What follows belongs to an exercise in optimizing a design on an open flow for small area, a short achievable clock period and few clock cycles per item; a production flow would make more cautious choices. Only simulation tests tie the RTL to the original design; equivalence was not proved.

==> run E <==
Design PID, start of the top module:
module PID(
    input clk,rst_n,
    input adc_complete,
    input [INPUT_BIT_WIDTH-1:0] sample,
    input wire signed[PARAMETER_BIT_WIDTH-1:0] target,
    input wire signed[PARAMETER_BIT_WIDTH-1:0] kp,
    input wire signed[PARAMETER_BIT_WIDTH-1:0] ki,
    input wire signed[PARAMETER_BIT_WIDTH-1:0] maximum_out,
    input wire signed[PARAMETER_BIT_WIDTH-1:0] minimum_out,
    input wire signed[PARAMETER_BIT_WIDTH-1:0] maximum_add,
    input wire signed[PARAMETER_BIT_WIDTH-1:0] minimum_add,
    output reg signed[PARAMETER_BIT_WIDTH-1:0] pi_out,
    output reg pi_valid
);
export LEC_CHECK = 0
export ABC_AREA = 1
export CAP_MARGIN = 20
export CORE_MARGIN = 2
export CORE_UTILIZATION = 40
export SETUP_SLACK_MARGIN = 4
export SLEW_MARGIN = 20
export BUFFER_PORTS_ARGS = -buffer_cell sky130_fd_sc_hd__buf_2
export SYNTH_ARGS = -noabc
create_clock -name core_clock -period 10.0 [get_ports {clk}]
standard.sh (not shown) runs the stock make flow with config.mk's settings and CLKGATE_MAP_FILE= SYNTH_SCRIPT=/design/flow/synth_recipe.tcl, a recipe that flattens the netlist after the stock synthesis.
==> flow/flow/run.sh <==
#!/bin/bash
set -euo pipefail
echo 'export BUFFER_PORTS_ARGS = -buffer_cell sky130_fd_sc_hd__buf_2' >> config.mk
echo 'export SYNTH_ARGS = -noabc' >> config.mk
bash standard.sh finish > standard_flow.log 2>&1
==> run X (differences from run E) <==
==> flow/run.sh (new file) <==
#!/bin/bash
# synth_recipe.tcl (not shown) runs the flow's synth.tcl, then flattens the netlist and writes it again
# the make line also repeats each setting of config.mk as NAME=value (left out here)
make -C /OpenROAD-flow-scripts/flow DESIGN_CONFIG=/design/flow/config.mk WORK_HOME=/design/flow/orfs CLKGATE_MAP_FILE= SYNTH_SCRIPT=/design/flow/synth_recipe.tcl finish
ABC_AREA = not set   (was 1)
BUFFER_PORTS_ARGS = not set   (was -buffer_cell sky130_fd_sc_hd__buf_2)
SETUP_SLACK_MARGIN = 5   (was 4)
SYNTH_ARGS = not set   (was -noabc)
removed: flow/flow/run.sh
removed: flow/standard.sh
==> run summary <==
metric	run E	run X
Hold Crit Start	c_a[17]	c_a[19]
Vias in the first global route	21267	25581
Mean area per synthesized cell	7.895 µm²	8.389 µm²
DR vias	21042	25563
Maximum number of pins on one net before global-route repair	78	56
Summed instance area of the synthesized netlist	0.02395 mm²	0.02680 mm²
Met2 track utilization from global routing	41.49%	46.33%
Status	complete, no violations	complete, no violations
Multi-input logic portion of the cell area	67.27%	64.57%
Launching element of the worst setup path	minimum_add[25]	minimum_add[22]
Routed met1 length	32140 µm	38330 µm
Met3 wirelength from detailed routing	3664 µm	8845 µm
Final Non-Filler Cells	3970	4377
Reg2Reg Capture Point	p1b_r[23]	pi_out[12]
Final setup skew	0.01838 ns	0.01581 ns
Max-slew headroom	25.14%	33.43%
Clock-cell share of area	2.373%	1.809%
Testbench counts of run E, summed over its fixed seeds: cycles 4,800, items 1,600.
Testbench counts of run X, summed over its fixed seeds: cycles 4,800, items 1,600.

* * *

==> inputs of job 2894 <==
PID again, from the RTL that the note above started with.
clock: 10.0 ns
lec_check: 0
abc_area: 1
cap_margin: 20
core_margin: 2
core_utilization: 60
setup_slack_margin: 4.25
slew_margin: 20
buffer_ports_args: -buffer_cell sky130_fd_sc_hd__buf_2
synth_args: -noabc
==> flow/flow/run.sh <==
#!/bin/bash
set -euo pipefail
echo 'export BUFFER_PORTS_ARGS = -buffer_cell sky130_fd_sc_hd__buf_2' >> config.mk
echo 'export SYNTH_ARGS = -noabc' >> config.mk
bash standard.sh finish > standard_flow.log 2>&1
==> job 1789: changes against job 2894 <==
==> flow/run.sh (new file) <==
#!/bin/bash
# synth_recipe.tcl (not shown) runs the flow's synth.tcl, then flattens the netlist and writes it again
# the make line also repeats each setting of config.mk as NAME=value (left out here)
make -C /OpenROAD-flow-scripts/flow DESIGN_CONFIG=/design/flow/config.mk WORK_HOME=/design/flow/orfs CLKGATE_MAP_FILE= SYNTH_SCRIPT=/design/flow/synth_recipe.tcl finish
==> flow/config.mk (replaced) <==
export PLATFORM = sky130hd
export DESIGN_NAME = PID
export DESIGN_NICKNAME = PID
export VERILOG_FILES = /design/flow/design.v
export SDC_FILE = /design/flow/constraint.sdc
export NUM_CORES = 4
export LEC_CHECK = 0
export ABC_AREA = 1
export CAP_MARGIN = 20
export CORE_MARGIN = 2
export CORE_UTILIZATION = 40
export SETUP_SLACK_MARGIN = 5
export SLEW_MARGIN = 20
removed: flow/flow/run.sh
removed: flow/standard.sh
==> job 235: changes against job 2894 <==
==> flow/flow/run.sh (replaced) <==
#!/bin/bash
set -euo pipefail
echo 'export BUFFER_PORTS_ARGS = -buffer_cell sky130_fd_sc_hd__buf_2' >> config.mk
bash standard.sh finish > standard_flow.log 2>&1
--- a/flow/config.mk
+++ b/flow/config.mk
@@ -9,7 +9,6 @@
 export CAP_MARGIN = 20
 export CORE_MARGIN = 2
 export CORE_UTILIZATION = 60
-export SETUP_SLACK_MARGIN = 4.25
+export SETUP_SLACK_MARGIN = 4.5
 export SLEW_MARGIN = 20
 export BUFFER_PORTS_ARGS = -buffer_cell sky130_fd_sc_hd__buf_2
-export SYNTH_ARGS = -noabc
==> job 4916: changes against job 2894 <==
==> flow/run.sh (new file) <==
#!/bin/bash
# synth_recipe.tcl (not shown) runs the flow's synth.tcl, then flattens the netlist and writes it again
# the make line also repeats each setting of config.mk as NAME=value (left out here)
make -C /OpenROAD-flow-scripts/flow DESIGN_CONFIG=/design/flow/config.mk WORK_HOME=/design/flow/orfs CLKGATE_MAP_FILE= SYNTH_SCRIPT=/design/flow/synth_recipe.tcl finish
==> flow/config.mk (replaced) <==
export PLATFORM = sky130hd
export DESIGN_NAME = PID
export DESIGN_NICKNAME = PID
export VERILOG_FILES = /design/flow/design.v
export SDC_FILE = /design/flow/constraint.sdc
export NUM_CORES = 4
export LEC_CHECK = 0
export ABC_AREA = 1
export CAP_MARGIN = 20
export CORE_MARGIN = 2
export CORE_UTILIZATION = 40
export SETUP_SLACK_MARGIN = 4
export SLEW_MARGIN = 20
removed: flow/flow/run.sh
removed: flow/standard.sh
==> reports/results.tsv <==
stage	metric	value	unit
route	top_layer_used	met4	
outcome	status	no timing/DRC/antenna violations	
sta	fmax	0.171	GHz
yosys	synthXorXnorAreaFrac	11.2	%
yosys	yosys.area_share.simple	18.2	%
cells_and_area	comb.multi_input.count	2350	
critical_path	cp.required	10360	ps
critical_path	critical_path.max_stage_delay	550	ps
sta	holdWs	348	ps
route	dr_wl_met2	37800	µm
yosys	netlist_instances	3221	
sta	timing.final.crit_share	58.5	%
critical_path	r2r_slack	4260	ps
-- figures above: job 4916

==> reports/results.tsv <==
stage	metric	value	unit
outcome	status	no timing/DRC/antenna violations	
critical_path	r2r_slack	4580	ps
sta	fmax	0.179	GHz
yosys	yosys.area_share.simple	18.7	%
route	dr_wl_met2	35600	µm
yosys	synthXorXnorAreaFrac	11.1	%
yosys	netlist_instances	3033	
sta	timing.final.crit_share	55.9	%
critical_path	cp.required	10430	ps
critical_path	critical_path.max_stage_delay	850	ps
-- figures above: job 2894

==> reports/results.tsv <==
stage	metric	value	unit
outcome	status	no timing/DRC/antenna violations	
sta	timing.final.crit_share	55.0	%
route	dr_wl_met2	37700	µm
cells_and_area	comb.multi_input.count	2354	
sta	holdWs	349	ps
yosys	netlist_instances	3221	
sta	fmax	0.182	GHz
yosys	yosys.area_share.simple	18.2	%
critical_path	reg2reg_depth	25	
yosys	synthXorXnorAreaFrac	11.2	%
-- figures above: job 235

==> reports/results.tsv <==
stage	metric	value	unit
outcome	status	no timing/DRC/antenna violations	
yosys	netlist_instances	3221	
sta	holdWs	335	ps
sta	fmax	0.185	GHz
cells_and_area	comb.multi_input.count	2359	
critical_path	r2r_slack	4910	ps
yosys	synthXorXnorAreaFrac	11.2	%
route	dr_wl_met2	41100	µm
sta	timing.final.crit_share	54.0	%
critical_path	cp.required	10430	ps
critical_path	critical_path.max_stage_delay	540	ps
-- figures above: job 1789

Testbench counts of job 2894, summed over its fixed seeds: cycles 4,800, items 1,600.
Testbench counts of job 1789, summed over its fixed seeds: cycles 4,800, items 1,600.
Testbench counts of job 235, summed over its fixed seeds: cycles 4,800, items 1,600.
Testbench counts of job 4916, summed over its fixed seeds: cycles 4,800, items 1,600.

## static timing again, ports no longer ideal
In the flow no input, the clock included, has a driving cell. The finished layouts below were timed again as built, in two steps.
Step 1 assumes that a clkbuf_16 drives the clock port and a buf_2 every other input.
Step 2 adds t to the input delays and takes it off the output delays; t is the mean of the earliest and latest rising clock arrival at the registers after step 1. Input paths then give back, and output paths get back, about the clock's delay inside the block.
Three values: no drivers, after step 1, after step 2; two values: the first two.
run | t, ns | setup slack, ns | worst setup path after step 2
run E | 0.563 | 4.413 / 4.437 / 3.889 | input to register
run X | 0.566 | 3.947 / 3.983 / 3.417 | input to register
job 2894 | 0.560 | 4.415 / 4.449 / 3.889 | input to register
job 1789 | 0.565 | 4.598 / 4.635 / 4.070 | input to register
job 235 | 0.550 | 4.498 / 4.536 / 3.986 | input to register
job 4916 | 0.567 | 4.155 / 4.194 / 3.627 | input to register
After both steps setup and hold are still met in every run listed. For run X, which loses most, drivers alone change the setup slack by +0.036 ns; drivers and shift together by -0.530 ns.
